Context: an optimization exercise on an open-source flow, tuned for small area. The choices shown serve that exercise and are no tape-out recipe. Only simulation tests tie the RTL to the original design; equivalence was not proved. Power and IR drop assume default switching activity.

==> flow/design.v <==
module tpumac
 #(parameter BITS_AB=8,
   parameter BITS_C=16)
  (
   input clk, rst_n, WrEn, en,
   input signed [BITS_AB-1:0] Ain,
   input signed [BITS_AB-1:0] Bin,
   input signed [BITS_C-1:0] Cin,
   output reg signed [BITS_AB-1:0] Aout,
   output reg signed [BITS_AB-1:0] Bout,
   output reg signed [BITS_C-1:0] Cout
  );
  wire ld0, ldn10, mn11, mn12, mn13, mn14, mn15, mn16, mn17, mn18, mn19, mn20, mn21, mn22, mn23, mn24;
  wire mn25, mn26, acc27, one28, two29, nn30, ns31, pp32, ns33, pp34, ns35, pp36, ns37, pp38, ns39, pp40;
  wire ns41, pp42, ns43, pp44, ns45, pp46, ns47, pp48, x49, one50, x51, two52, nn53, ns54, pp55, ns56;
  wire pp57, ns58, pp59, ns60, pp61, ns62, pp63, ns64, pp65, ns66, pp67, ns68, pp69, ns70, pp71, x72;
  wire one73, x74, two75, nn76, ns77, pp78, ns79, pp80, ns81, pp82, ns83, pp84, ns85, pp86, ns87, pp88;
  wire ns89, pp90, ns91, pp92, ns93, pp94, x95, one96, x97, two98, nn99, ns100, pp101, ns102, pp103, ns104;
  wire pp105, ns106, pp107, ns108, pp109, ns110, pp111, ns112, pp113, ns114, pp115, ns116, pp117, i118, i119, i120;
  wire i121, f122, f123, i124, f125, f126, i127, f128, f129, f130, f131, i132, f133, f134, f135, f136;
  wire i137, f138, f139, f140, f141, f142, f143, i144, hs145, hc146, hs147, hc148, f149, f150, f151, f152;
  wire f153, f154, f155, f156, f157, f158, f159, f160, f161, f162, f163, f164, f165, f166, f167, f168;
  wire f169, f170, f171, f172, f173, f174, f175, f176, f177, f178, f179, f180, hs181, hc182, f183, f184;
  wire f185, f186, f187, f188, hs189, hc190, f191, f192, f193, f194, f195, f196, f197, f198, f199, f200;
  wire hs201, hc202, f203, f204, f205, f206, f207, f208, f209, f210, x211, x212, g213, p214, g215, p216;
  wire g217, p218, g219, p220, g221, p222, G223, T225, G226, T227, i228, T229, T230, i231, G232, i235;
  wire G236, T237, i238, G239, G242, i244, G245, G248, G250, G252, G254, s256, s257, s258, s259, s260;
  wire s261, s262, s263, s264, s265;
  assign ld0 = en & WrEn;
  assign ldn10 = ~(en & WrEn);
  assign mn11 = ~((ld0 | Cout[0]) & (ldn10 | Cin[0]));
  assign mn12 = ~((ld0 | Cout[1]) & (ldn10 | Cin[1]));
  assign mn13 = ~((ld0 | Cout[2]) & (ldn10 | Cin[2]));
  assign mn14 = ~((ld0 | Cout[3]) & (ldn10 | Cin[3]));
  assign mn15 = ~((ld0 | Cout[4]) & (ldn10 | Cin[4]));
  assign mn16 = ~((ld0 | Cout[5]) & (ldn10 | Cin[5]));
  assign mn17 = ~((ld0 | Cout[6]) & (ldn10 | Cin[6]));
  assign mn18 = ~((ld0 | Cout[7]) & (ldn10 | Cin[7]));
  assign mn19 = ~((ld0 | Cout[8]) & (ldn10 | Cin[8]));
  assign mn20 = ~((ld0 | Cout[9]) & (ldn10 | Cin[9]));
  assign mn21 = ~((ld0 | Cout[10]) & (ldn10 | Cin[10]));
  assign mn22 = ~((ld0 | Cout[11]) & (ldn10 | Cin[11]));
  assign mn23 = ~((ld0 | Cout[12]) & (ldn10 | Cin[12]));
  assign mn24 = ~((ld0 | Cout[13]) & (ldn10 | Cin[13]));
  assign mn25 = ~((ld0 | Cout[14]) & (ldn10 | Cin[14]));
  assign mn26 = ~((ld0 | Cout[15]) & (ldn10 | Cin[15]));
  assign acc27 = ~WrEn & en;
  assign one28 = Bin[0] & acc27;
  assign two29 = ~Bin[0] & Bin[1] & acc27;
  assign nn30 = ~Bin[1];
  assign ns31 = ~(one28 & Ain[0]);
  assign pp32 = ~(ns31 ^ nn30);
  assign ns33 = ~((one28 & Ain[1]) | (two29 & Ain[0]));
  assign pp34 = ~(ns33 ^ nn30);
  assign ns35 = ~((one28 & Ain[2]) | (two29 & Ain[1]));
  assign pp36 = ~(ns35 ^ nn30);
  assign ns37 = ~((one28 & Ain[3]) | (two29 & Ain[2]));
  assign pp38 = ~(ns37 ^ nn30);
  assign ns39 = ~((one28 & Ain[4]) | (two29 & Ain[3]));
  assign pp40 = ~(ns39 ^ nn30);
  assign ns41 = ~((one28 & Ain[5]) | (two29 & Ain[4]));
  assign pp42 = ~(ns41 ^ nn30);
  assign ns43 = ~((one28 & Ain[6]) | (two29 & Ain[5]));
  assign pp44 = ~(ns43 ^ nn30);
  assign ns45 = ~((one28 & Ain[7]) | (two29 & Ain[6]));
  assign pp46 = ~(ns45 ^ nn30);
  assign ns47 = ~((one28 & Ain[7]) | (two29 & Ain[7]));
  assign pp48 = ns47 ^ nn30;
  assign x49 = Bin[2] ^ Bin[1];
  assign one50 = x49 & acc27;
  assign x51 = Bin[3] ^ Bin[2];
  assign two52 = ~x49 & x51 & acc27;
  assign nn53 = ~Bin[3];
  assign ns54 = ~(one50 & Ain[0]);
  assign pp55 = ~(ns54 ^ nn53);
  assign ns56 = ~((one50 & Ain[1]) | (two52 & Ain[0]));
  assign pp57 = ~(ns56 ^ nn53);
  assign ns58 = ~((one50 & Ain[2]) | (two52 & Ain[1]));
  assign pp59 = ~(ns58 ^ nn53);
  assign ns60 = ~((one50 & Ain[3]) | (two52 & Ain[2]));
  assign pp61 = ~(ns60 ^ nn53);
  assign ns62 = ~((one50 & Ain[4]) | (two52 & Ain[3]));
  assign pp63 = ~(ns62 ^ nn53);
  assign ns64 = ~((one50 & Ain[5]) | (two52 & Ain[4]));
  assign pp65 = ~(ns64 ^ nn53);
  assign ns66 = ~((one50 & Ain[6]) | (two52 & Ain[5]));
  assign pp67 = ~(ns66 ^ nn53);
  assign ns68 = ~((one50 & Ain[7]) | (two52 & Ain[6]));
  assign pp69 = ~(ns68 ^ nn53);
  assign ns70 = ~((one50 & Ain[7]) | (two52 & Ain[7]));
  assign pp71 = ns70 ^ nn53;
  assign x72 = Bin[4] ^ Bin[3];
  assign one73 = x72 & acc27;
  assign x74 = Bin[5] ^ Bin[4];
  assign two75 = ~x72 & x74 & acc27;
  assign nn76 = ~Bin[5];
  assign ns77 = ~(one73 & Ain[0]);
  assign pp78 = ~(ns77 ^ nn76);
  assign ns79 = ~((one73 & Ain[1]) | (two75 & Ain[0]));
  assign pp80 = ~(ns79 ^ nn76);
  assign ns81 = ~((one73 & Ain[2]) | (two75 & Ain[1]));
  assign pp82 = ~(ns81 ^ nn76);
  assign ns83 = ~((one73 & Ain[3]) | (two75 & Ain[2]));
  assign pp84 = ~(ns83 ^ nn76);
  assign ns85 = ~((one73 & Ain[4]) | (two75 & Ain[3]));
  assign pp86 = ~(ns85 ^ nn76);
  assign ns87 = ~((one73 & Ain[5]) | (two75 & Ain[4]));
  assign pp88 = ~(ns87 ^ nn76);
  assign ns89 = ~((one73 & Ain[6]) | (two75 & Ain[5]));
  assign pp90 = ~(ns89 ^ nn76);
  assign ns91 = ~((one73 & Ain[7]) | (two75 & Ain[6]));
  assign pp92 = ~(ns91 ^ nn76);
  assign ns93 = ~((one73 & Ain[7]) | (two75 & Ain[7]));
  assign pp94 = ns93 ^ nn76;
  assign x95 = Bin[6] ^ Bin[5];
  assign one96 = x95 & acc27;
  assign x97 = Bin[7] ^ Bin[6];
  assign two98 = ~x95 & x97 & acc27;
  assign nn99 = ~Bin[7];
  assign ns100 = ~(one96 & Ain[0]);
  assign pp101 = ~(ns100 ^ nn99);
  assign ns102 = ~((one96 & Ain[1]) | (two98 & Ain[0]));
  assign pp103 = ~(ns102 ^ nn99);
  assign ns104 = ~((one96 & Ain[2]) | (two98 & Ain[1]));
  assign pp105 = ~(ns104 ^ nn99);
  assign ns106 = ~((one96 & Ain[3]) | (two98 & Ain[2]));
  assign pp107 = ~(ns106 ^ nn99);
  assign ns108 = ~((one96 & Ain[4]) | (two98 & Ain[3]));
  assign pp109 = ~(ns108 ^ nn99);
  assign ns110 = ~((one96 & Ain[5]) | (two98 & Ain[4]));
  assign pp111 = ~(ns110 ^ nn99);
  assign ns112 = ~((one96 & Ain[6]) | (two98 & Ain[5]));
  assign pp113 = ~(ns112 ^ nn99);
  assign ns114 = ~((one96 & Ain[7]) | (two98 & Ain[6]));
  assign pp115 = ~(ns114 ^ nn99);
  assign ns116 = ~((one96 & Ain[7]) | (two98 & Ain[7]));
  assign pp117 = ns116 ^ nn99;
  assign i118 = ~pp48;
  assign i119 = ~pp69;
  assign i120 = ~pp92;
  assign i121 = ~pp115;
  assign f122 = nn30 ^ mn11 ^ pp32;
  assign f123 = (nn30 & mn11) | (nn30 & pp32) | (mn11 & pp32);
  assign i124 = ~f122;
  assign f125 = mn12 ^ pp34 ^ f123;
  assign f126 = (mn12 & pp34) | (mn12 & f123) | (pp34 & f123);
  assign i127 = ~f125;
  assign f128 = nn53 ^ mn13 ^ pp55;
  assign f129 = (nn53 & mn13) | (nn53 & pp55) | (mn13 & pp55);
  assign f130 = pp36 ^ f128 ^ f126;
  assign f131 = (pp36 & f128) | (pp36 & f126) | (f128 & f126);
  assign i132 = ~f130;
  assign f133 = mn14 ^ pp38 ^ pp57;
  assign f134 = (mn14 & pp38) | (mn14 & pp57) | (pp38 & pp57);
  assign f135 = f129 ^ f133 ^ f131;
  assign f136 = (f129 & f133) | (f129 & f131) | (f133 & f131);
  assign i137 = ~f135;
  assign f138 = nn76 ^ mn15 ^ pp78;
  assign f139 = (nn76 & mn15) | (nn76 & pp78) | (mn15 & pp78);
  assign f140 = pp40 ^ pp59 ^ f138;
  assign f141 = (pp40 & pp59) | (pp40 & f138) | (pp59 & f138);
  assign f142 = f134 ^ f140 ^ f136;
  assign f143 = (f134 & f140) | (f134 & f136) | (f140 & f136);
  assign i144 = ~f142;
  assign hs145 = ~(mn16 ^ pp42);
  assign hc146 = mn16 | pp42;
  assign hs147 = ~(nn99 ^ mn17);
  assign hc148 = nn99 | mn17;
  assign f149 = pp61 ^ pp80 ^ f139;
  assign f150 = (pp61 & pp80) | (pp61 & f139) | (pp80 & f139);
  assign f151 = hs145 ^ f141 ^ f149;
  assign f152 = (hs145 & f141) | (hs145 & f149) | (f141 & f149);
  assign f153 = hs147 ^ pp101 ^ pp44;
  assign f154 = (hs147 & pp101) | (hs147 & pp44) | (pp101 & pp44);
  assign f155 = pp63 ^ pp82 ^ hc146;
  assign f156 = (pp63 & pp82) | (pp63 & hc146) | (pp82 & hc146);
  assign f157 = f153 ^ f150 ^ f155;
  assign f158 = (f153 & f150) | (f153 & f155) | (f150 & f155);
  assign f159 = mn18 ^ hc148 ^ pp46;
  assign f160 = (mn18 & hc148) | (mn18 & pp46) | (hc148 & pp46);
  assign f161 = pp65 ^ pp84 ^ pp103;
  assign f162 = (pp65 & pp84) | (pp65 & pp103) | (pp84 & pp103);
  assign f163 = f154 ^ f159 ^ f161;
  assign f164 = (f154 & f159) | (f154 & f161) | (f159 & f161);
  assign f165 = f156 ^ f163 ^ f158;
  assign f166 = (f156 & f163) | (f156 & f158) | (f163 & f158);
  assign f167 = mn19 ^ pp67 ^ pp86;
  assign f168 = (mn19 & pp67) | (mn19 & pp86) | (pp67 & pp86);
  assign f169 = pp105 ^ i118 ^ f160;
  assign f170 = (pp105 & i118) | (pp105 & f160) | (i118 & f160);
  assign f171 = f162 ^ f167 ^ f164;
  assign f172 = (f162 & f167) | (f162 & f164) | (f167 & f164);
  assign f173 = f169 ^ f171 ^ f166;
  assign f174 = (f169 & f171) | (f169 & f166) | (f171 & f166);
  assign f175 = mn20 ^ pp88 ^ pp107;
  assign f176 = (mn20 & pp88) | (mn20 & pp107) | (pp88 & pp107);
  assign f177 = pp48 ^ i119 ^ f168;
  assign f178 = (pp48 & i119) | (pp48 & f168) | (i119 & f168);
  assign f179 = f175 ^ f170 ^ f177;
  assign f180 = (f175 & f170) | (f175 & f177) | (f170 & f177);
  assign hs181 = ~(f172 ^ f179);
  assign hc182 = f172 | f179;
  assign f183 = mn21 ^ pp71 ^ pp90;
  assign f184 = (mn21 & pp71) | (mn21 & pp90) | (pp71 & pp90);
  assign f185 = pp109 ^ pp69 ^ f176;
  assign f186 = (pp109 & pp69) | (pp109 & f176) | (pp69 & f176);
  assign f187 = f183 ^ f178 ^ f185;
  assign f188 = (f183 & f178) | (f183 & f185) | (f178 & f185);
  assign hs189 = ~(f180 ^ f187);
  assign hc190 = f180 | f187;
  assign f191 = mn22 ^ pp111 ^ i120;
  assign f192 = (mn22 & pp111) | (mn22 & i120) | (pp111 & i120);
  assign f193 = f184 ^ f191 ^ f186;
  assign f194 = (f184 & f191) | (f184 & f186) | (f191 & f186);
  assign f195 = f188 ^ f193 ^ hc190;
  assign f196 = (f188 & f193) | (f188 & hc190) | (f193 & hc190);
  assign f197 = mn23 ^ pp94 ^ pp113;
  assign f198 = (mn23 & pp94) | (mn23 & pp113) | (pp94 & pp113);
  assign f199 = pp92 ^ f197 ^ f192;
  assign f200 = (pp92 & f197) | (pp92 & f192) | (f197 & f192);
  assign hs201 = ~(f199 ^ f194);
  assign hc202 = f199 | f194;
  assign f203 = mn24 ^ i121 ^ f198;
  assign f204 = (mn24 & i121) | (mn24 & f198) | (i121 & f198);
  assign f205 = f203 ^ f200 ^ hc202;
  assign f206 = (f203 & f200) | (f203 & hc202) | (f200 & hc202);
  assign f207 = mn25 ^ pp117 ^ pp115;
  assign f208 = (mn25 & pp117) | (mn25 & pp115) | (pp117 & pp115);
  assign f209 = f207 ^ f204 ^ f206;
  assign f210 = (f207 & f204) | (f207 & f206) | (f204 & f206);
  assign x211 = mn26 ^ f208;
  assign x212 = x211 ^ f210;
  assign g213 = ~(f151 | f143);
  assign p214 = f151 ^ f143;
  assign g215 = ~(f152 | f157);
  assign p216 = f152 ^ f157;
  assign g217 = ~(hs181 | f174);
  assign p218 = hs181 ^ f174;
  assign g219 = ~(hc182 | hs189);
  assign p220 = hc182 ^ hs189;
  assign g221 = ~(hs201 | f196);
  assign p222 = hs201 ^ f196;
  assign G223 = ~((p216 & g213) | g215);
  assign T225 = ~(f173 | f165);
  assign G226 = ~((p220 & g217) | g219);
  assign T227 = ~(p220 & p218);
  assign i228 = ~f195;
  assign T229 = ~(p222 & i228);
  assign T230 = ~(f209 | f205);
  assign i231 = ~G223;
  assign G232 = ~(T225 & i231);
  assign i235 = ~g221;
  assign G236 = ~((T229 | G226) & i235);
  assign T237 = ~(T229 | T227);
  assign i238 = ~G232;
  assign G239 = ~((T237 & i238) | G236);
  assign G242 = ~((T227 | G232) & G226);
  assign i244 = ~G239;
  assign G245 = ~(T230 & i244);
  assign G248 = ~(f165 | G223);
  assign G250 = ~((p218 & i238) | g217);
  assign G252 = ~(i228 & G242);
  assign G254 = ~(f205 | G239);
  assign s256 = p216 ^ g213;
  assign s257 = f165 ^ G223;
  assign s258 = ~(f173 ^ G248);
  assign s259 = ~(p218 ^ G232);
  assign s260 = ~(p220 ^ G250);
  assign s261 = ~(f195 ^ G242);
  assign s262 = ~(p222 ^ G252);
  assign s263 = f205 ^ G239;
  assign s264 = ~(f209 ^ G254);
  assign s265 = ~(x212 ^ G245);
  always @(posedge clk, negedge rst_n) begin
    if (!rst_n) begin
      Aout <= '0;
      Bout <= '0;
      Cout <= '0;
    end else begin
      if (en) begin
        Aout <= Ain;
        Bout <= Bin;
      end
      Cout <= {s265, s264, s263, s262, s261, s260, s259, s258, s257, s256, p214, i144, i137, i132, i127, i124};
    end
  end
endmodule
==> flow/flow/run.sh <==
#!/bin/bash
# Own layout flow: the standard synthesis is run unchanged (it names the registers), then
# its combinational mapping is replaced by flow/netlist.v, the same circuit as rtl/tpumac.sv
# mapped cell for cell by gen/gen.py, after checking that both have the same registers (name
# and cell type). The rest is the standard layout, with the port buffers made of buf_1.
set -euo pipefail
R=orfs/results/${FLOW_PLATFORM}/tpumac/base
bash standard.sh synth > run_synth.log 2>&1
python3 flow/swap.py "$R/1_2_yosys.v" flow/netlist.v > run_swap.log 2>&1
rm -f "$R/1_synth.odb" "$R/1_synth.sdc"
export BUFFER_PORTS_ARGS="-buffer_cell sky130_fd_sc_hd__buf_1"
export CTS_ARGS="-sink_clustering_enable -repair_clock_nets -dont_use_dummy_load -root_buf sky130_fd_sc_hd__clkbuf_4 -buf_list {sky130_fd_sc_hd__clkbuf_4}"
bash standard.sh finish > run_finish.log 2>&1
==> flow/flow/swap.py <==
#!/usr/bin/env python3
"""swap.py STD_NETLIST NEW_NETLIST: check that NEW has exactly STD's registers (instance name and
cell type, drive strength aside) and the same ports, then write NEW over STD."""
import re, sys, shutil
std, new = sys.argv[1], sys.argv[2]
def regs(path):
    text = open(path).read()
    out = {}
    for m in re.finditer(r'(sky130_fd_sc_hd__(?:df|sdf|edf|dl|sedf)\w*?)_\d+\s+(\\\S+|\w+)\s*\(', text):
        out[m.group(2)] = m.group(1)
    ports = sorted(re.findall(r'^\s*(input|output)\s+(?:\[[^\]]*\]\s*)?([\w, ]+);', text, re.M))
    return out, text
rs, ts = regs(std)
rn, tn = regs(new)
print('standard synthesis registers:', len(rs))
print('netlist registers:', len(rn))
if rs != rn:
    for k in sorted(set(rs) | set(rn)):
        if rs.get(k) != rn.get(k):
            print('MISMATCH', k, rs.get(k), rn.get(k))
    sys.exit('register mismatch')
shutil.copyfile(new, std)
print('replaced', std)
==> flow/standard.sh <==
#!/bin/bash
# synth_recipe.tcl (not shown) runs the flow's synth.tcl, then flattens the netlist and writes it again
# the make line also repeats each setting of config.mk as NAME=value (left out here)
make -C /OpenROAD-flow-scripts/flow DESIGN_CONFIG=/design/flow/config.mk WORK_HOME=/design/flow/orfs CLKGATE_MAP_FILE= SYNTH_SCRIPT=/design/flow/synth_recipe.tcl "${@:-finish}"
==> flow/config.mk <==
export PLATFORM = sky130hd
export DESIGN_NAME = tpumac
export DESIGN_NICKNAME = tpumac
export VERILOG_FILES = /design/flow/design.v
export SDC_FILE = /design/flow/constraint.sdc
export NUM_CORES = 4
export LEC_CHECK = 0
export CAP_MARGIN = 20
export CORE_MARGIN = 2
export CORE_UTILIZATION = 70
export GPL_TIMING_DRIVEN = 0
export SLEW_MARGIN = 20
==> flow/constraint.sdc <==
create_clock -name core_clock -period 5.2 [get_ports {clk}]
set_input_delay 1.0400 -clock core_clock [delete_from_list [all_inputs] [get_ports {clk}]]
set_output_delay 1.0400 -clock core_clock [all_outputs]
set_load 0.01 [all_outputs]
Not shown: flow/flow/netlist.v
==> flow_summary.ini, run 1 <==
[critical_path]
startpoint_type = primary input
cp.arrival_ns = 5.14
crit_type = in2reg
worstRegToRegCells = 13

[detailed_routing]
vias = 2264
top_layer = met4
drc = 0
route.met2.wl_um = 3380

[sta]
rsz0062_at_grt = false
fin_setup_tns_ns = 0
fmax_mhz = 204

[finish]
diodes = 0
fillCellCount = 264
fin_cells = 380
sh_seq_area_pct = 24.8
bufAreaShareNonClock_pct = 7.99
multi_input_area_share_pct = 61.9
final-seq-area_um2 = 801
largest_class = multi-input gates
multi_input_area_um2 = 1990
nMultiInputCombCells = 206
final_cell_mix = 66 x buf_1, 44 x xnor2_1, 37 x fa_1, 32 x dfrtp_1, 32 x a22oi_1

[power_and_ir_drop]
swShare_pct = 48.2
clockPowerShare_pct = 5.7
powerClk_uw = 120
pg_comb_mw = 1.60

[worst_hold_path]
hp-class = reg2reg
hold_start = Bout[6]$_DFFE_PN0P_

[yosys]
avgSynthCellArea_um2 = 11.1

[global_routing]
grtUsageMet2_pct = 54.6

[outcome]
outcome = complete, no violations

[die]
ios = 68
die_h_um = 68.1

[placement]
place_inst = 375
dp_slack_ns = -0.0481

[clock_tree]
cts_made_buffers = 5
holdBufCountCts = 0
==> run 2: changes to the inputs <==
--- a/flow/config.mk
+++ b/flow/config.mk
@@ -7,6 +7,6 @@
 export LEC_CHECK = 0
 export CAP_MARGIN = 20
 export CORE_MARGIN = 2
-export CORE_UTILIZATION = 70
+export CORE_UTILIZATION = 65
 export GPL_TIMING_DRIVEN = 0
 export SLEW_MARGIN = 20
==> run 2 against run 1 <==
Net effect: clock-buffer cell count is the same; routed wire length fell by 6.9%; clock skew rose by 0.0057 ns; sequential power fell by 1%; via count down 1.2%.
==> flow_summary.ini, run 2 <==
[clock_tree]
cts_root_buf = clkbuf_4
htreeDepth = 2
cts_setup_buffers = 0
holdBufCountCts = 0
path_clk_slew_ns = 0.09
clk_path_buf_depth = 2
ctsResizeCount = 0
clkLatencyLatePin_ns = 0.33
cts_sinks = 32
cts_tree = built
cts_made_buffers = 5

[finish]
largest_reg_flops = 16
final_cell_mix = 66 x buf_1, 44 x xnor2_1, 37 x fa_1, 32 x dfrtp_1, 32 x a22oi_1
mostFrequentLayoutCell = buf_1
diodes = 0
regMostFlops = Cout
layout-drive-gt1-share_pct = 3.94
utilization_pct = 75.1
reg_top3 = Cout: 16 flops, Aout: 8 flops, Bout: 8 flops
area_growth_pct = 12.2
multi_input_area_um2 = 1990
nNetsFinal = 405
final_design_area_no_fill_um2 = 3230
final-seq-area_um2 = 801
fillCellCount = 336

[critical_path]
crit_slowest_cell = fa_1
cp-startpoint = en
cp.arrival_ns = 5.15
crit_fanout = 9
startpoint_type = primary input
worstRegToRegCells = 13
rr_startpoint = Cout[4]$_DFF_PN0_
cp_cell_sequence = buf_1 > and2b_1 > and2_1 > nand2_1 > xnor2_1 > fa_1 > fa_1 > fa_1 > fa_1 > fa_1 > nor2_1 > nand2_1 > inv_1 > a21oi_1 > inv_1 > nand2_1 > xnor2_1
crit_top_cell = fa_1
cp.required_ns = 5.45
rrSetupSlack_ns = 1.48
endpoint = Cout[15]$_DFF_PN0_
worst-path-stages = 17
reg2reg_to = Cout[15]$_DFF_PN0_
endpoint_kind = flip-flop
crit_type = in2reg
worst-path-buf-inv = 3
slowest_delay_ns = 0.53
critical-path-top-delay-family = adder cells

[worst_hold_path]
hp-class = reg2reg

[placement]
port_buffers = 66
place_area_um2 = 3190
place_congestion = 0.836
dp_hpwl_um = 4650
dp_slack_ns = -0.0312

[yosys]
syn_area_um2 = 2880
syn-num-nets = 332
avgSynthCellArea_um2 = 11.1
yosys_warnings = 1
synth_cells = 259

[global_routing]
grt_pass1_vias = 2257
grt_remaining_overflow = 0
grt_pass1_wl_um = 10400
grt_antenna_before_repair = 0
grt_max_degree = 33
grtUsageTotal_pct = 26.9

[power_and_ir_drop]
power.switching_uw = 969
power_density_nw_per_um2 = 639
leakagePower_nw = 1.21
clockPowerShare_pct = 6.1
power_frac_seq_pct = 19.3
swShare_pct = 47.0
ir_drop_mv = 0.571
p_int_mw = 1.09
power_frac_comb_pct = 74.6

[detailed_routing]
drt_iter0_markers = 93
via_per_inst = 5.85
drc = 0
vias = 2236
wl_per_cell_um = 15.9
dr.pass1.iters = 5
routed_wl_um = 6070
ant_nets = 0

[die]
ios = 68
core_um2 = 4290
die_area_um2 = 4970
initial_core_util_pct = 67.0
num_rows = 24
die_w_um = 70.5
die_h_um = 70.5

[sta]
worst_pin_slew_ns = 0.735
fin_skew_ns = 0.0240
slew_violations = 0
setup_viol = 0
relSlewSlack_pct = 51.0
period_needed_ns = 4.90
fin_setup_tns_ns = 0
finalHoldViolations = 0
period_share_pct = 94.2
hold_ws_ns = 0.510
fmax_mhz = 204
rsz0062_at_grt = false
setup_ws_ns = 0.300

[run]
max-cap-violations = 0

[outcome]
outcome = complete, no violations
## run 2: worst min path at each step
stage	startpoint	end	slack (ns)	cells past startpoint
2_1_floorplan	Aout[0]$_DFFE_PN0P_	Aout[0]$_DFFE_PN0P_	0.54	1
3_3_place_gp	Bout[3]$_DFFE_PN0P_	Bout[3]$_DFFE_PN0P_	0.48	1
3_5_place_dp	Bout[3]$_DFFE_PN0P_	Bout[3]$_DFFE_PN0P_	0.49	1
4_1_cts	Bout[3]$_DFFE_PN0P_	Bout[3]$_DFFE_PN0P_	0.51	1
5_1_grt	Aout[4]$_DFFE_PN0P_	Aout[4]$_DFFE_PN0P_	0.53	1
6_report	Aout[5]$_DFFE_PN0P_	Aout[5]$_DFFE_PN0P_	0.51	1
## run 2: stage by stage
step | total power [mW] | cells
after detailed placement | 1.94 | 377
after floorplan | 1.64 | 259
after CTS | 2.09 | 382
final | 2.06 | 382
after global placement | 1.88 | 377
after global routing | 2.29 | 382
## run 2: layout make-up
cell class	instances	share of cell area (%)
clock buffers	5	1.16
multi-input cells	206	61.8
plain buffers	2	0.310
repair buffers	66	7.68
inverters	19	2.21
flip-flops and latches	32	24.8
well taps	52	2.02
## run 2: power groups by stage
| stage | clock network [mW] | registers (mW) | logic [mW] |
|---|---|---|---|
| after floorplan | 0 | 0.442 | 1.20 |
| after global placement | 0 | 0.401 | 1.48 |
| after detailed placement | 0 | 0.405 | 1.54 |
| after CTS | 0.131 | 0.399 | 1.56 |
| after global routing | 0.140 | 0.406 | 1.74 |
| final | 0.126 | 0.398 | 1.54 |
## run 2: per-layer routing
layer | part of all wire (%) | wire, µm | global-route usage [%] | vias to the layer above
met5 | 0 | 0 | 0 | -
li1 | - | - | - | 1043
met2 | 50 | 3060 | 45.0 | 88
met1 | 42 | 2570 | 36.3 | 1099
met3 | 6.5 | 392 | 5.77 | 6
met4 | 0.84 | 51 | 6.41 | 0
==> run 3: changes to the inputs <==
--- a/flow/design.v
+++ b/flow/design.v
@@ -23,9 +23,9 @@
   wire f169, f170, f171, f172, f173, f174, f175, f176, f177, f178, f179, f180, hs181, hc182, f183, f184;
   wire f185, f186, f187, f188, hs189, hc190, f191, f192, f193, f194, f195, f196, f197, f198, f199, f200;
   wire hs201, hc202, f203, f204, f205, f206, f207, f208, f209, f210, x211, x212, g213, p214, g215, p216;
-  wire g217, p218, g219, p220, g221, p222, G223, T225, G226, T227, i228, T229, T230, i231, G232, i235;
-  wire G236, T237, i238, G239, G242, i244, G245, G248, G250, G252, G254, s256, s257, s258, s259, s260;
-  wire s261, s262, s263, s264, s265;
+  wire g217, p218, g219, p220, g221, p222, G223, T224, G225, T226, i227, T228, T229, G230, i231, G232;
+  wire G233, T234, i235, G236, T237, i240, G241, G242, G243, G244, G245, i246, G247, s249, s250, s251;
+  wire s252, s253, s254, s255, s256, s257, s258;
   assign ld0 = en & WrEn;
   assign ldn10 = ~(en & WrEn);
   assign mn11 = ~((ld0 | Cout[0]) & (ldn10 | Cin[0]));
@@ -241,36 +241,38 @@
   assign g221 = ~(hs201 | f196);
   assign p222 = hs201 ^ f196;
   assign G223 = ~((p216 & g213) | g215);
-  assign T225 = ~(f173 | f165);
-  assign G226 = ~((p220 & g217) | g219);
-  assign T227 = ~(p220 & p218);
-  assign i228 = ~f195;
-  assign T229 = ~(p222 & i228);
-  assign T230 = ~(f209 | f205);
+  assign T224 = ~(f173 | f165);
+  assign G225 = ~((p220 & g217) | g219);
+  assign T226 = ~(p220 & p218);
+  assign i227 = ~f195;
+  assign T228 = ~(p222 & i227);
+  assign T229 = ~(f209 | f205);
+  assign G230 = ~(f165 | G223);
   assign i231 = ~G223;
-  assign G232 = ~(T225 & i231);
+  assign G232 = ~(T224 & i231);
+  assign G233 = ~(f195 | G225);
+  assign T234 = ~(f195 | T226);
   assign i235 = ~g221;
-  assign G236 = ~((T229 | G226) & i235);
-  assign T237 = ~(T229 | T227);
-  assign i238 = ~G232;
-  assign G239 = ~((T237 & i238) | G236);
-  assign G242 = ~((T227 | G232) & G226);
-  assign i244 = ~G239;
-  assign G245 = ~(T230 & i244);
-  assign G248 = ~(f165 | G223);
-  assign G250 = ~((p218 & i238) | g217);
-  assign G252 = ~(i228 & G242);
-  assign G254 = ~(f205 | G239);
-  assign s256 = p216 ^ g213;
-  assign s257 = f165 ^ G223;
-  assign s258 = ~(f173 ^ G248);
-  assign s259 = ~(p218 ^ G232);
-  assign s260 = ~(p220 ^ G250);
-  assign s261 = ~(f195 ^ G242);
-  assign s262 = ~(p222 ^ G252);
-  assign s263 = f205 ^ G239;
-  assign s264 = ~(f209 ^ G254);
-  assign s265 = ~(x212 ^ G245);
+  assign G236 = ~((T228 | G225) & i235);
+  assign T237 = ~(T228 | T226);
+  assign i240 = ~G232;
+  assign G241 = ~((p218 & i240) | g217);
+  assign G242 = ~((T226 | G232) & G225);
+  assign G243 = ~((T234 & i240) | G233);
+  assign G244 = ~((T237 & i240) | G236);
+  assign G245 = ~(f205 | G244);
+  assign i246 = ~G244;
+  assign G247 = ~(T229 & i246);
+  assign s249 = p216 ^ g213;
+  assign s250 = f165 ^ G223;
+  assign s251 = ~(f173 ^ G230);
+  assign s252 = ~(p218 ^ G232);
+  assign s253 = ~(p220 ^ G241);
+  assign s254 = ~(f195 ^ G242);
+  assign s255 = ~(p222 ^ G243);
+  assign s256 = f205 ^ G244;
+  assign s257 = ~(f209 ^ G245);
+  assign s258 = ~(x212 ^ G247);
   always @(posedge clk, negedge rst_n) begin
     if (!rst_n) begin
       Aout <= '0;
@@ -281,7 +283,7 @@
         Aout <= Ain;
         Bout <= Bin;
       end
-      Cout <= {s265, s264, s263, s262, s261, s260, s259, s258, s257, s256, p214, i144, i137, i132, i127, i124};
+      Cout <= {s258, s257, s256, s255, s254, s253, s252, s251, s250, s249, p214, i144, i137, i132, i127, i124};
     end
   end
 endmodule
--- a/flow/flow/netlist.v
+++ b/flow/flow/netlist.v
@@ -20,9 +20,9 @@
   wire f169, f170, f171, f172, f173, f174, f175, f176, f177, f178, f179, f180, hs181, hc182, f183, f184;
   wire f185, f186, f187, f188, hs189, hc190, f191, f192, f193, f194, f195, f196, f197, f198, f199, f200;
   wire hs201, hc202, f203, f204, f205, f206, f207, f208, f209, f210, x211, x212, g213, p214, g215, p216;
-  wire g217, p218, g219, p220, g221, p222, G223, T225, G226, T227, i228, T229, T230, i231, G232, i235;
-  wire G236, T237, i238, G239, G242, i244, G245, G248, G250, G252, G254, s256, s257, s258, s259, s260;
-  wire s261, s262, s263, s264, s265;
+  wire g217, p218, g219, p220, g221, p222, G223, T224, G225, T226, i227, T228, T229, G230, i231, G232;
+  wire G233, T234, i235, G236, T237, i240, G241, G242, G243, G244, G245, i246, G247, s249, s250, s251;
+  wire s252, s253, s254, s255, s256, s257, s258;
   sky130_fd_sc_hd__and2_2 u0 (.A(en), .B(WrEn), .X(ld0));
   sky130_fd_sc_hd__nand2_1 u1 (.A(en), .B(WrEn), .Y(ldn10));
   sky130_fd_sc_hd__o22ai_1 u2 (.A1(ld0), .A2(Cout[0]), .B1(ldn10), .B2(Cin[0]), .Y(mn11));
@@ -201,36 +201,38 @@
   sky130_fd_sc_hd__nor2_1 u175 (.A(hs201), .B(f196), .Y(g221));
   sky130_fd_sc_hd__xor2_1 u176 (.A(hs201), .B(f196), .X(p222));
   sky130_fd_sc_hd__a21oi_1 u177 (.A1(p216), .A2(g213), .B1(g215), .Y(G223));
-  sky130_fd_sc_hd__nor2_1 u178 (.A(f173), .B(f165), .Y(T225));
-  sky130_fd_sc_hd__a21oi_1 u179 (.A1(p220), .A2(g217), .B1(g219), .Y(G226));
-  sky130_fd_sc_hd__nand2_1 u180 (.A(p220), .B(p218), .Y(T227));
-  sky130_fd_sc_hd__inv_1 u181 (.A(f195), .Y(i228));
-  sky130_fd_sc_hd__nand2_1 u182 (.A(p222), .B(i228), .Y(T229));
-  sky130_fd_sc_hd__nor2_1 u183 (.A(f209), .B(f205), .Y(T230));
-  sky130_fd_sc_hd__inv_1 u184 (.A(G223), .Y(i231));
-  sky130_fd_sc_hd__nand2_1 u185 (.A(T225), .B(i231), .Y(G232));
-  sky130_fd_sc_hd__inv_1 u186 (.A(g221), .Y(i235));
-  sky130_fd_sc_hd__o21ai_1 u187 (.A1(T229), .A2(G226), .B1(i235), .Y(G236));
-  sky130_fd_sc_hd__nor2_1 u188 (.A(T229), .B(T227), .Y(T237));
-  sky130_fd_sc_hd__inv_1 u189 (.A(G232), .Y(i238));
-  sky130_fd_sc_hd__a21oi_1 u190 (.A1(T237), .A2(i238), .B1(G236), .Y(G239));
-  sky130_fd_sc_hd__o21ai_1 u191 (.A1(T227), .A2(G232), .B1(G226), .Y(G242));
-  sky130_fd_sc_hd__inv_1 u192 (.A(G239), .Y(i244));
-  sky130_fd_sc_hd__nand2_1 u193 (.A(T230), .B(i244), .Y(G245));
-  sky130_fd_sc_hd__nor2_1 u194 (.A(f165), .B(G223), .Y(G248));
-  sky130_fd_sc_hd__a21oi_1 u195 (.A1(p218), .A2(i238), .B1(g217), .Y(G250));
-  sky130_fd_sc_hd__nand2_1 u196 (.A(i228), .B(G242), .Y(G252));
-  sky130_fd_sc_hd__nor2_1 u197 (.A(f205), .B(G239), .Y(G254));
-  sky130_fd_sc_hd__xor2_1 u198 (.A(p216), .B(g213), .X(s256));
-  sky130_fd_sc_hd__xor2_1 u199 (.A(f165), .B(G223), .X(s257));
-  sky130_fd_sc_hd__xnor2_1 u200 (.A(f173), .B(G248), .Y(s258));
-  sky130_fd_sc_hd__xnor2_1 u201 (.A(p218), .B(G232), .Y(s259));
-  sky130_fd_sc_hd__xnor2_1 u202 (.A(p220), .B(G250), .Y(s260));
-  sky130_fd_sc_hd__xnor2_1 u203 (.A(f195), .B(G242), .Y(s261));
-  sky130_fd_sc_hd__xnor2_1 u204 (.A(p222), .B(G252), .Y(s262));
-  sky130_fd_sc_hd__xor2_1 u205 (.A(f205), .B(G239), .X(s263));
-  sky130_fd_sc_hd__xnor2_1 u206 (.A(f209), .B(G254), .Y(s264));
-  sky130_fd_sc_hd__xnor2_1 u207 (.A(x212), .B(G245), .Y(s265));
+  sky130_fd_sc_hd__nor2_1 u178 (.A(f173), .B(f165), .Y(T224));
+  sky130_fd_sc_hd__a21oi_1 u179 (.A1(p220), .A2(g217), .B1(g219), .Y(G225));
+  sky130_fd_sc_hd__nand2_1 u180 (.A(p220), .B(p218), .Y(T226));
+  sky130_fd_sc_hd__inv_1 u181 (.A(f195), .Y(i227));
+  sky130_fd_sc_hd__nand2_1 u182 (.A(p222), .B(i227), .Y(T228));
+  sky130_fd_sc_hd__nor2_1 u183 (.A(f209), .B(f205), .Y(T229));
+  sky130_fd_sc_hd__nor2_1 u184 (.A(f165), .B(G223), .Y(G230));
+  sky130_fd_sc_hd__inv_1 u185 (.A(G223), .Y(i231));
+  sky130_fd_sc_hd__nand2_1 u186 (.A(T224), .B(i231), .Y(G232));
+  sky130_fd_sc_hd__nor2_1 u187 (.A(f195), .B(G225), .Y(G233));
+  sky130_fd_sc_hd__nor2_1 u188 (.A(f195), .B(T226), .Y(T234));
+  sky130_fd_sc_hd__inv_1 u189 (.A(g221), .Y(i235));
+  sky130_fd_sc_hd__o21ai_1 u190 (.A1(T228), .A2(G225), .B1(i235), .Y(G236));
+  sky130_fd_sc_hd__nor2_1 u191 (.A(T228), .B(T226), .Y(T237));
+  sky130_fd_sc_hd__inv_1 u192 (.A(G232), .Y(i240));
+  sky130_fd_sc_hd__a21oi_1 u193 (.A1(p218), .A2(i240), .B1(g217), .Y(G241));
+  sky130_fd_sc_hd__o21ai_1 u194 (.A1(T226), .A2(G232), .B1(G225), .Y(G242));
+  sky130_fd_sc_hd__a21oi_1 u195 (.A1(T234), .A2(i240), .B1(G233), .Y(G243));
+  sky130_fd_sc_hd__a21oi_1 u196 (.A1(T237), .A2(i240), .B1(G236), .Y(G244));
+  sky130_fd_sc_hd__nor2_1 u197 (.A(f205), .B(G244), .Y(G245));
+  sky130_fd_sc_hd__inv_1 u198 (.A(G244), .Y(i246));
+  sky130_fd_sc_hd__nand2_1 u199 (.A(T229), .B(i246), .Y(G247));
+  sky130_fd_sc_hd__xor2_1 u200 (.A(p216), .B(g213), .X(s249));
+  sky130_fd_sc_hd__xor2_1 u201 (.A(f165), .B(G223), .X(s250));
+  sky130_fd_sc_hd__xnor2_1 u202 (.A(f173), .B(G230), .Y(s251));
+  sky130_fd_sc_hd__xnor2_1 u203 (.A(p218), .B(G232), .Y(s252));
+  sky130_fd_sc_hd__xnor2_1 u204 (.A(p220), .B(G241), .Y(s253));
+  sky130_fd_sc_hd__xnor2_1 u205 (.A(f195), .B(G242), .Y(s254));
+  sky130_fd_sc_hd__xnor2_1 u206 (.A(p222), .B(G243), .Y(s255));
+  sky130_fd_sc_hd__xor2_1 u207 (.A(f205), .B(G244), .X(s256));
+  sky130_fd_sc_hd__xnor2_1 u208 (.A(f209), .B(G245), .Y(s257));
+  sky130_fd_sc_hd__xnor2_1 u209 (.A(x212), .B(G247), .Y(s258));
   wire rst_b;
   sky130_fd_sc_hd__buf_2 urst (.A(rst_n), .X(rst_b));
   wire en_b;
@@ -238,52 +240,52 @@
   wire en_n;
   sky130_fd_sc_hd__inv_2 uenn (.A(en), .Y(en_n));
   wire d_Aout_0;
-  sky130_fd_sc_hd__o22a_1 u208 (.A1(en_b), .A2(Aout[0]), .B1(en_n), .B2(Ain[0]), .X(d_Aout_0));
+  sky130_fd_sc_hd__o22a_1 u210 (.A1(en_b), .A2(Aout[0]), .B1(en_n), .B2(Ain[0]), .X(d_Aout_0));
   sky130_fd_sc_hd__dfrtp_1 \Aout[0]$_DFFE_PN0P_  (.CLK(clk), .D(d_Aout_0), .Q(Aout[0]), .RESET_B(rst_b));
   wire d_Aout_1;
-  sky130_fd_sc_hd__o22a_1 u209 (.A1(en_b), .A2(Aout[1]), .B1(en_n), .B2(Ain[1]), .X(d_Aout_1));
+  sky130_fd_sc_hd__o22a_1 u211 (.A1(en_b), .A2(Aout[1]), .B1(en_n), .B2(Ain[1]), .X(d_Aout_1));
   sky130_fd_sc_hd__dfrtp_1 \Aout[1]$_DFFE_PN0P_  (.CLK(clk), .D(d_Aout_1), .Q(Aout[1]), .RESET_B(rst_b));
   wire d_Aout_2;
-  sky130_fd_sc_hd__o22a_1 u210 (.A1(en_b), .A2(Aout[2]), .B1(en_n), .B2(Ain[2]), .X(d_Aout_2));
+  sky130_fd_sc_hd__o22a_1 u212 (.A1(en_b), .A2(Aout[2]), .B1(en_n), .B2(Ain[2]), .X(d_Aout_2));
   sky130_fd_sc_hd__dfrtp_1 \Aout[2]$_DFFE_PN0P_  (.CLK(clk), .D(d_Aout_2), .Q(Aout[2]), .RESET_B(rst_b));
   wire d_Aout_3;
-  sky130_fd_sc_hd__o22a_1 u211 (.A1(en_b), .A2(Aout[3]), .B1(en_n), .B2(Ain[3]), .X(d_Aout_3));
+  sky130_fd_sc_hd__o22a_1 u213 (.A1(en_b), .A2(Aout[3]), .B1(en_n), .B2(Ain[3]), .X(d_Aout_3));
   sky130_fd_sc_hd__dfrtp_1 \Aout[3]$_DFFE_PN0P_  (.CLK(clk), .D(d_Aout_3), .Q(Aout[3]), .RESET_B(rst_b));
   wire d_Aout_4;
-  sky130_fd_sc_hd__o22a_1 u212 (.A1(en_b), .A2(Aout[4]), .B1(en_n), .B2(Ain[4]), .X(d_Aout_4));
+  sky130_fd_sc_hd__o22a_1 u214 (.A1(en_b), .A2(Aout[4]), .B1(en_n), .B2(Ain[4]), .X(d_Aout_4));
   sky130_fd_sc_hd__dfrtp_1 \Aout[4]$_DFFE_PN0P_  (.CLK(clk), .D(d_Aout_4), .Q(Aout[4]), .RESET_B(rst_b));
   wire d_Aout_5;
-  sky130_fd_sc_hd__o22a_1 u213 (.A1(en_b), .A2(Aout[5]), .B1(en_n), .B2(Ain[5]), .X(d_Aout_5));
+  sky130_fd_sc_hd__o22a_1 u215 (.A1(en_b), .A2(Aout[5]), .B1(en_n), .B2(Ain[5]), .X(d_Aout_5));
   sky130_fd_sc_hd__dfrtp_1 \Aout[5]$_DFFE_PN0P_  (.CLK(clk), .D(d_Aout_5), .Q(Aout[5]), .RESET_B(rst_b));
   wire d_Aout_6;
-  sky130_fd_sc_hd__o22a_1 u214 (.A1(en_b), .A2(Aout[6]), .B1(en_n), .B2(Ain[6]), .X(d_Aout_6));
+  sky130_fd_sc_hd__o22a_1 u216 (.A1(en_b), .A2(Aout[6]), .B1(en_n), .B2(Ain[6]), .X(d_Aout_6));
   sky130_fd_sc_hd__dfrtp_1 \Aout[6]$_DFFE_PN0P_  (.CLK(clk), .D(d_Aout_6), .Q(Aout[6]), .RESET_B(rst_b));
   wire d_Aout_7;
-  sky130_fd_sc_hd__o22a_1 u215 (.A1(en_b), .A2(Aout[7]), .B1(en_n), .B2(Ain[7]), .X(d_Aout_7));
+  sky130_fd_sc_hd__o22a_1 u217 (.A1(en_b), .A2(Aout[7]), .B1(en_n), .B2(Ain[7]), .X(d_Aout_7));
   sky130_fd_sc_hd__dfrtp_1 \Aout[7]$_DFFE_PN0P_  (.CLK(clk), .D(d_Aout_7), .Q(Aout[7]), .RESET_B(rst_b));
   wire d_Bout_0;
-  sky130_fd_sc_hd__o22a_1 u216 (.A1(en_b), .A2(Bout[0]), .B1(en_n), .B2(Bin[0]), .X(d_Bout_0));
+  sky130_fd_sc_hd__o22a_1 u218 (.A1(en_b), .A2(Bout[0]), .B1(en_n), .B2(Bin[0]), .X(d_Bout_0));
   sky130_fd_sc_hd__dfrtp_1 \Bout[0]$_DFFE_PN0P_  (.CLK(clk), .D(d_Bout_0), .Q(Bout[0]), .RESET_B(rst_b));
   wire d_Bout_1;
-  sky130_fd_sc_hd__o22a_1 u217 (.A1(en_b), .A2(Bout[1]), .B1(en_n), .B2(Bin[1]), .X(d_Bout_1));
+  sky130_fd_sc_hd__o22a_1 u219 (.A1(en_b), .A2(Bout[1]), .B1(en_n), .B2(Bin[1]), .X(d_Bout_1));
   sky130_fd_sc_hd__dfrtp_1 \Bout[1]$_DFFE_PN0P_  (.CLK(clk), .D(d_Bout_1), .Q(Bout[1]), .RESET_B(rst_b));
   wire d_Bout_2;
-  sky130_fd_sc_hd__o22a_1 u218 (.A1(en_b), .A2(Bout[2]), .B1(en_n), .B2(Bin[2]), .X(d_Bout_2));
+  sky130_fd_sc_hd__o22a_1 u220 (.A1(en_b), .A2(Bout[2]), .B1(en_n), .B2(Bin[2]), .X(d_Bout_2));
   sky130_fd_sc_hd__dfrtp_1 \Bout[2]$_DFFE_PN0P_  (.CLK(clk), .D(d_Bout_2), .Q(Bout[2]), .RESET_B(rst_b));
   wire d_Bout_3;
-  sky130_fd_sc_hd__o22a_1 u219 (.A1(en_b), .A2(Bout[3]), .B1(en_n), .B2(Bin[3]), .X(d_Bout_3));
+  sky130_fd_sc_hd__o22a_1 u221 (.A1(en_b), .A2(Bout[3]), .B1(en_n), .B2(Bin[3]), .X(d_Bout_3));
   sky130_fd_sc_hd__dfrtp_1 \Bout[3]$_DFFE_PN0P_  (.CLK(clk), .D(d_Bout_3), .Q(Bout[3]), .RESET_B(rst_b));
   wire d_Bout_4;
-  sky130_fd_sc_hd__o22a_1 u220 (.A1(en_b), .A2(Bout[4]), .B1(en_n), .B2(Bin[4]), .X(d_Bout_4));
+  sky130_fd_sc_hd__o22a_1 u222 (.A1(en_b), .A2(Bout[4]), .B1(en_n), .B2(Bin[4]), .X(d_Bout_4));
   sky130_fd_sc_hd__dfrtp_1 \Bout[4]$_DFFE_PN0P_  (.CLK(clk), .D(d_Bout_4), .Q(Bout[4]), .RESET_B(rst_b));
   wire d_Bout_5;
-  sky130_fd_sc_hd__o22a_1 u221 (.A1(en_b), .A2(Bout[5]), .B1(en_n), .B2(Bin[5]), .X(d_Bout_5));
+  sky130_fd_sc_hd__o22a_1 u223 (.A1(en_b), .A2(Bout[5]), .B1(en_n), .B2(Bin[5]), .X(d_Bout_5));
   sky130_fd_sc_hd__dfrtp_1 \Bout[5]$_DFFE_PN0P_  (.CLK(clk), .D(d_Bout_5), .Q(Bout[5]), .RESET_B(rst_b));
   wire d_Bout_6;
-  sky130_fd_sc_hd__o22a_1 u222 (.A1(en_b), .A2(Bout[6]), .B1(en_n), .B2(Bin[6]), .X(d_Bout_6));
+  sky130_fd_sc_hd__o22a_1 u224 (.A1(en_b), .A2(Bout[6]), .B1(en_n), .B2(Bin[6]), .X(d_Bout_6));
   sky130_fd_sc_hd__dfrtp_1 \Bout[6]$_DFFE_PN0P_  (.CLK(clk), .D(d_Bout_6), .Q(Bout[6]), .RESET_B(rst_b));
   wire d_Bout_7;
-  sky130_fd_sc_hd__o22a_1 u223 (.A1(en_b), .A2(Bout[7]), .B1(en_n), .B2(Bin[7]), .X(d_Bout_7));
+  sky130_fd_sc_hd__o22a_1 u225 (.A1(en_b), .A2(Bout[7]), .B1(en_n), .B2(Bin[7]), .X(d_Bout_7));
   sky130_fd_sc_hd__dfrtp_1 \Bout[7]$_DFFE_PN0P_  (.CLK(clk), .D(d_Bout_7), .Q(Bout[7]), .RESET_B(rst_b));
   sky130_fd_sc_hd__dfrtp_1 \Cout[0]$_DFF_PN0_  (.CLK(clk), .D(i124), .Q(Cout[0]), .RESET_B(rst_b));
   sky130_fd_sc_hd__dfrtp_1 \Cout[1]$_DFF_PN0_  (.CLK(clk), .D(i127), .Q(Cout[1]), .RESET_B(rst_b));
@@ -291,14 +293,14 @@
   sky130_fd_sc_hd__dfrtp_1 \Cout[3]$_DFF_PN0_  (.CLK(clk), .D(i137), .Q(Cout[3]), .RESET_B(rst_b));
   sky130_fd_sc_hd__dfrtp_1 \Cout[4]$_DFF_PN0_  (.CLK(clk), .D(i144), .Q(Cout[4]), .RESET_B(rst_b));
   sky130_fd_sc_hd__dfrtp_1 \Cout[5]$_DFF_PN0_  (.CLK(clk), .D(p214), .Q(Cout[5]), .RESET_B(rst_b));
-  sky130_fd_sc_hd__dfrtp_1 \Cout[6]$_DFF_PN0_  (.CLK(clk), .D(s256), .Q(Cout[6]), .RESET_B(rst_b));
-  sky130_fd_sc_hd__dfrtp_1 \Cout[7]$_DFF_PN0_  (.CLK(clk), .D(s257), .Q(Cout[7]), .RESET_B(rst_b));
-  sky130_fd_sc_hd__dfrtp_1 \Cout[8]$_DFF_PN0_  (.CLK(clk), .D(s258), .Q(Cout[8]), .RESET_B(rst_b));
-  sky130_fd_sc_hd__dfrtp_1 \Cout[9]$_DFF_PN0_  (.CLK(clk), .D(s259), .Q(Cout[9]), .RESET_B(rst_b));
-  sky130_fd_sc_hd__dfrtp_1 \Cout[10]$_DFF_PN0_  (.CLK(clk), .D(s260), .Q(Cout[10]), .RESET_B(rst_b));
-  sky130_fd_sc_hd__dfrtp_1 \Cout[11]$_DFF_PN0_  (.CLK(clk), .D(s261), .Q(Cout[11]), .RESET_B(rst_b));
-  sky130_fd_sc_hd__dfrtp_1 \Cout[12]$_DFF_PN0_  (.CLK(clk), .D(s262), .Q(Cout[12]), .RESET_B(rst_b));
-  sky130_fd_sc_hd__dfrtp_1 \Cout[13]$_DFF_PN0_  (.CLK(clk), .D(s263), .Q(Cout[13]), .RESET_B(rst_b));
-  sky130_fd_sc_hd__dfrtp_1 \Cout[14]$_DFF_PN0_  (.CLK(clk), .D(s264), .Q(Cout[14]), .RESET_B(rst_b));
-  sky130_fd_sc_hd__dfrtp_1 \Cout[15]$_DFF_PN0_  (.CLK(clk), .D(s265), .Q(Cout[15]), .RESET_B(rst_b));
+  sky130_fd_sc_hd__dfrtp_1 \Cout[6]$_DFF_PN0_  (.CLK(clk), .D(s249), .Q(Cout[6]), .RESET_B(rst_b));
+  sky130_fd_sc_hd__dfrtp_1 \Cout[7]$_DFF_PN0_  (.CLK(clk), .D(s250), .Q(Cout[7]), .RESET_B(rst_b));
+  sky130_fd_sc_hd__dfrtp_1 \Cout[8]$_DFF_PN0_  (.CLK(clk), .D(s251), .Q(Cout[8]), .RESET_B(rst_b));
+  sky130_fd_sc_hd__dfrtp_1 \Cout[9]$_DFF_PN0_  (.CLK(clk), .D(s252), .Q(Cout[9]), .RESET_B(rst_b));
+  sky130_fd_sc_hd__dfrtp_1 \Cout[10]$_DFF_PN0_  (.CLK(clk), .D(s253), .Q(Cout[10]), .RESET_B(rst_b));
+  sky130_fd_sc_hd__dfrtp_1 \Cout[11]$_DFF_PN0_  (.CLK(clk), .D(s254), .Q(Cout[11]), .RESET_B(rst_b));
+  sky130_fd_sc_hd__dfrtp_1 \Cout[12]$_DFF_PN0_  (.CLK(clk), .D(s255), .Q(Cout[12]), .RESET_B(rst_b));
+  sky130_fd_sc_hd__dfrtp_1 \Cout[13]$_DFF_PN0_  (.CLK(clk), .D(s256), .Q(Cout[13]), .RESET_B(rst_b));
+  sky130_fd_sc_hd__dfrtp_1 \Cout[14]$_DFF_PN0_  (.CLK(clk), .D(s257), .Q(Cout[14]), .RESET_B(rst_b));
+  sky130_fd_sc_hd__dfrtp_1 \Cout[15]$_DFF_PN0_  (.CLK(clk), .D(s258), .Q(Cout[15]), .RESET_B(rst_b));
 endmodule
--- a/flow/config.mk
+++ b/flow/config.mk
@@ -7,6 +7,6 @@
 export LEC_CHECK = 0
 export CAP_MARGIN = 20
 export CORE_MARGIN = 2
-export CORE_UTILIZATION = 65
+export CORE_UTILIZATION = 75
 export GPL_TIMING_DRIVEN = 0
 export SLEW_MARGIN = 20
==> run 3 against run 2 <==
Net effect: clock-buffer cell count stayed put; highest routed layer unchanged; worst hold slack gained 0.0047 ns; cell count shrank 0.52%; routed wire length rose by 13%; still clean on timing, DRC and antenna; clock power barely moved; sequential power is essentially flat; first-iteration DRC count grew 74%.
==> flow_summary.ini, run 3 <==
[finish]
mostFrequentLayoutCell = buf_1
area_growth_pct = 12.2
layout-drive-gt1-share_pct = 5.12
diodes = 0
final_cell_mix = 66 x buf_1, 44 x xnor2_1, 37 x fa_1, 32 x dfrtp_1, 32 x a22oi_1
fillCellCount = 197
regMostFlops = Cout
reg_top3 = Cout: 16 flops, Aout: 8 flops, Bout: 8 flops
nNetsFinal = 407
largest_reg_flops = 16

[clock_tree]
clk_path_buf_depth = 2
cts_tree = built
cts_made_buffers = 5
holdBufCountCts = 0
cts_root_buf = clkbuf_4
clkLatencyLatePin_ns = 0.33
htreeDepth = 2
cts_sinks = 32
path_clk_slew_ns = 0.12

[run]
max-cap-violations = 0

[die]
core_um2 = 3690
ios = 68
initial_core_util_pct = 78.2
num_rows = 22
die_h_um = 66.0
die_area_um2 = 4360
die_w_um = 66.0

[power_and_ir_drop]
ir_drop_mv = 0.697
power_density_nw_per_um2 = 679
leakagePower_nw = 1.21

[critical_path]
startpoint_type = primary input
cp_cell_sequence = buf_1 > and2b_2 > and3b_1 > a22oi_1 > xnor2_1 > or2_1 > fa_1 > fa_1 > fa_1 > fa_1 > xor2_1 > nand2_1 > nor2_1 > a21oi_1 > inv_1 > nand2_1 > xnor2_1
crit_fanout = 8
crit_type = in2reg
slowest_delay_ns = 0.47
cp.required_ns = 5.42
cp.arrival_ns = 5.19
crit_top_cell = fa_1
crit_slowest_cell = fa_1
endpoint_kind = flip-flop

[detailed_routing]
drt_iter0_markers = 162
dr.pass1.iters = 5
wl_per_cell_um = 18.1
ant_nets = 0
top_layer = met4
via_per_inst = 6.23
routed_wl_um = 6880
route.met2.wl_um = 3490
wl_met1_um = 2660
dr_wl_met3_um = 551
vias = 2368
drc = 0

[sta]
rsz0062_at_grt = false
fin_setup_tns_ns = 0
hold_ws_ns = 0.515
slew_violations = 0
fmax_mhz = 201
fin_skew_ns = 0.0106
relSlewSlack_pct = 51.2
finalHoldViolations = 0
period_share_pct = 95.6
period_needed_ns = 4.97
worst_pin_slew_ns = 0.732
setup_viol = 0

[global_routing]
grt_max_degree = 33
grtUsageTotal_pct = 36.0
grt_pass1_wl_um = 11400
grt_antenna_before_repair = 0
grt_pass1_vias = 2441
grt_remaining_overflow = 0

[placement]
dp_hpwl_um = 5260
port_buffers = 66
place_congestion = 0.924

[yosys]
syn-num-nets = 334
syn_area_um2 = 2880
yosys_warnings = 1
avgSynthCellArea_um2 = 11.0
synth_cells = 261

[outcome]
outcome = complete, no violations

[worst_hold_path]
hp-class = reg2reg
==> run 3: cell type report <==
type	count	area [µm²]	share of cell area [%]
Multi-Input combinational cell	208	2010	62.1
Sequential cell	32	801	24.7
Buffer	2	10.0	0.309
Timing Repair Buffer	66	248	7.66
Inverter	19	71.3	2.20
Tap cell	48	60.1	1.86
Clock buffer	5	37.5	1.16
==> run 3: worst max-delay path, delay by kind of cell <==
kind / cells / cell delay (ns)
fa+ha+maj: 4 / 1.71
compound gates: 2 / 0.30
xor+xnor: 3 / 0.63
buf+inv: 2 / 0.25
simple gates: 6 / 1.26
==> run 3: path summary, 6_finish.rpt <==
check,startpoint,end,slack (ns),depth (start not counted)
max in group asynchronous,rst_n,Cout[11]$_DFF_PN0_,3.97,1
max reg2reg,Cout[4]$_DFF_PN0_,Cout[15]$_DFF_PN0_,1.40,13
min in group asynchronous,rst_n,Aout[1]$_DFFE_PN0P_,0.73,1
min,Bout[0]$_DFFE_PN0P_,Bout[0]$_DFFE_PN0P_,0.51,1
min reg2reg,Bout[0]$_DFFE_PN0P_,Bout[0]$_DFFE_PN0P_,0.51,1
max,en,Cout[15]$_DFF_PN0_,0.23,17
==> run 3: per-stage QoR <==
step	cells	power (mW)	setup slack [ns]	utilization, %	cell area [µm²]
finish	380	2.20	0.229	87.7	3240
global route	380	2.41	0.00297	87.7	3240
CTS	380	2.18	0.116	87.6	3230
detailed placement	375	2.03	-0.225	86.5	3190
global placement	375	1.89	0.0576	86.5	3190
floorplan	261	1.67	0.559	-	2880
==> run 3: layer usage <==
metal | vias up | track usage (%)
met5 | - | 0
met4 | 0 | 14.5
met3 | 23 | 8.52
met2 | 122 | 61.1
met1 | 1170 | 44.5
li1 | 1053 | -
==> run 3: repair_timing <==
| item | CTS | global route |
|---|---|---|
| setup endpoints to repair | 0 | 5 |
| resized for setup | 0 | 4 |
| buffers inserted | 0 | 0 |
==> run 3: power breakdown <==
group          leakage (nW)  internal (mW)  switching [mW]  total (mW)
registers             0.365          0.363          0.0388       0.401
logic                 0.826          0.712           0.959        1.67
clock network        0.0230         0.0451          0.0796       0.125
total                  1.21           1.12            1.08        2.20
==> run 4: changes to the inputs <==
--- a/flow/config.mk
+++ b/flow/config.mk
@@ -7,6 +7,6 @@
 export LEC_CHECK = 0
 export CAP_MARGIN = 20
 export CORE_MARGIN = 2
-export CORE_UTILIZATION = 75
+export CORE_UTILIZATION = 70
 export GPL_TIMING_DRIVEN = 0
 export SLEW_MARGIN = 20
==> run 4 against run 3 <==
Net effect: worst hold slack worse by 0.0060 ns; die area rose by 6.7%; non-clock buffer count stayed put; flip-flop and latch count did not move; clock-buffer cell count is the same; first-iteration DRC count fell by 16%; critical endpoint unchanged; largest cell class unchanged.
==> flow_summary.ini, run 4 <==
[outcome]
outcome = complete, no violations

[yosys]
syn-num-nets = 334
avgSynthCellArea_um2 = 11.0
synth_cells = 261
syn_area_um2 = 2880
yosys_warnings = 1

[placement]
place_congestion = 0.955
dp_hpwl_um = 4930
port_buffers = 66

[finish]
diodes = 0
utilization_pct = 81.4
area_growth_pct = 12.1
nNetsFinal = 407
mostFrequentLayoutCell = buf_1
regMostFlops = Cout
largest_reg_flops = 16
reg_top3 = Cout: 16 flops, Aout: 8 flops, Bout: 8 flops
final_cell_mix = 66 x buf_1, 44 x xnor2_1, 37 x fa_1, 32 x dfrtp_1, 32 x a22oi_1
layout-drive-gt1-share_pct = 3.92

[critical_path]
cp.arrival_ns = 5.14
crit_type = in2reg
slowest_delay_ns = 0.42
crit_top_cell = fa_1
rrSetupSlack_ns = 1.50
rr_startpoint = Cout[4]$_DFF_PN0_
cp_cell_sequence = buf_1 > and2b_1 > and2_1 > nand2_1 > xnor2_1 > fa_1 > fa_1 > fa_1 > fa_1 > fa_1 > nor2_1 > a21oi_1 > inv_1 > nand2_1 > inv_1 > a21oi_1 > inv_1 > nand2_1 > xnor2_1
critical-path-top-delay-family = adder cells
crit_fanout = 9
crit_slowest_cell = fa_1
cp.required_ns = 5.41
reg2reg_to = Cout[15]$_DFF_PN0_
worst-path-buf-inv = 4
worstRegToRegCells = 13
endpoint_kind = flip-flop
startpoint_type = primary input

[sta]
setup_viol = 0
slew_violations = 0
relSlewSlack_pct = 51.9
rsz0062_at_grt = false
hold_ws_ns = 0.509
finalHoldViolations = 0
fin_skew_ns = 0.0105
period_needed_ns = 4.93
fin_setup_tns_ns = 0
fmax_mhz = 203
worst_pin_slew_ns = 0.722
period_share_pct = 94.8

[die]
initial_core_util_pct = 72.6
num_rows = 23
die_h_um = 68.2
die_area_um2 = 4650
die_w_um = 68.2
core_um2 = 3970
ios = 68

[detailed_routing]
routed_wl_um = 6260
drc = 0
wl_per_cell_um = 16.4
drt_iter0_markers = 136
vias = 2249
dr.pass1.iters = 4
ant_nets = 0
via_per_inst = 5.89

[worst_hold_path]
min_to = Aout[6]$_DFFE_PN0P_
hp-class = reg2reg
min_path_cells = 1
hold_start = Aout[6]$_DFFE_PN0P_

[power_and_ir_drop]
swShare_pct = 48.1
power_density_nw_per_um2 = 663
power.switching_mw = 1.03
ir_drop_mv = 0.568
leakagePower_nw = 1.21
power_frac_seq_pct = 18.8
power_frac_comb_pct = 75.6
p_int_mw = 1.11
clockPowerShare_pct = 5.7

[clock_tree]
path_clk_slew_ns = 0.11
cts_setup_buffers = 0
cts_root_buf = clkbuf_4
cts_sinks = 32
clkLatencyLatePin_ns = 0.32
cts_made_buffers = 5
holdBufCountCts = 0
cts_tree = built
htreeDepth = 2
clk_path_buf_depth = 2
ctsResizeCount = 0

[global_routing]
grt_remaining_overflow = 0
grtUsageTotal_pct = 30.5
grt_antenna_before_repair = 0
grt_max_degree = 33
grt_pass1_vias = 2180
grt_pass1_wl_um = 10200

[run]
max-cap-violations = 0
==> run 4: cell count changes in the layout (fill, tap and decap cells not counted) <==
cell | previous run | this run
and2b_1 | 0 | 1
nor2_1 | 11 | 12
and2_1 | 2 | 4
and2_2 | 3 | 1
and2b_2 | 1 | 0
nor2_2 | 1 | 0
==> run 4: power by group through the flow <==
| stage | sequential [mW] | combinational [mW] | clock [mW] |
|---|---|---|---|
| after floorplan | 0.442 | 1.23 | 0 |
| after global placement | 0.402 | 1.50 | 0 |
| after detailed placement | 0.407 | 1.62 | 0 |
| after CTS | 0.402 | 1.63 | 0.127 |
| after global routing | 0.414 | 1.80 | 0.136 |
| final | 0.402 | 1.62 | 0.121 |
==> run 4: cell type report <==
type                    instances  area [µm²]
clock buffers                   5        37.5
plain buffers                   2        10.0
flip-flops and latches         32         801
well taps                      50        62.6
inverters                      19        71.3
repair buffers                 66         248
fillers                       262         739
multi-input cells             208        2000
==> run 4: worst max path at each step <==
| stage | from | endpoint | slack (ns) | depth (start not counted) |
|---|---|---|---|---|
| floorplan | WrEn | Cout[14]$_DFF_PN0_ | 0.56 | 15 |
| global placement | en | Cout[15]$_DFF_PN0_ | 0.05 | 19 |
| detailed placement | en | Cout[15]$_DFF_PN0_ | -0.05 | 17 |
| CTS | en | Cout[15]$_DFF_PN0_ | 0.27 | 19 |
| global route | en | Cout[15]$_DFF_PN0_ | 0.03 | 19 |
| finish | en | Cout[15]$_DFF_PN0_ | 0.27 | 19 |
==> run 4: through the flow <==
| step | total power, mW | instance area [µm²] | setup WS, ns | instances |
|---|---|---|---|---|
| final | 2.14 | 3230 | 0.271 | 382 |
| after global routing | 2.35 | 3230 | 0.0262 | 382 |
| after CTS | 2.16 | 3230 | 0.274 | 382 |
| after detailed placement | 2.03 | 3190 | -0.0533 | 377 |
| after global placement | 1.90 | 3190 | 0.0528 | 377 |
| after floorplan | 1.67 | 2880 | 0.559 | 261 |
==> run 4: routing by layer <==
layer  global-route usage [%]  vias to the layer above  part of all wire, %
met4                     8.75                        0                  1.2
met2                     51.0                       86                   51
met3                     6.74                        8                  5.5
li1                         -                     1055                    -
met5                        0                        -                    0
met1                     39.9                     1100                   43

## what the ideal ports hide
In the flow no input, the clock included, has a driving cell. The finished layouts below were timed again as built, in two steps. Step 1 (the two cells are an assumption about what drives the block):
set clk [get_ports {clk}]
set_driving_cell -lib_cell sky130_fd_sc_hd__clkbuf_16 $clk
set_driving_cell -lib_cell sky130_fd_sc_hd__buf_2 [delete_from_list [all_inputs] $clk]
Step 2 adds t to the input delays and takes it off the output delays; t is the mean of the earliest and latest rising clock arrival at the registers after step 1. Input paths then give back, and output paths get back, about the clock's delay inside the block. a / b / c = no drivers / after step 1 / after step 2; a / b = the first two.
run | t, ns | setup slack, ns | worst setup path at the end | worst slew at a driven data input, ns
run 1 | 0.337 | 0.296 / 0.298 / -0.038 | input to register | 0.04
run 2 | 0.349 | 0.300 / 0.304 / -0.044 | input to register | 0.03
run 3 | 0.367 | 0.229 / 0.235 / -0.132 | input to register | 0.03
run 4 | 0.352 | 0.271 / 0.275 / -0.077 | input to register | 0.03
With both steps, setup timing fails in every run listed, where it was met with ideal ports. The setup slack of run 3, which loses most, moves by +0.006 ns with the drivers and by -0.361 ns with both steps.
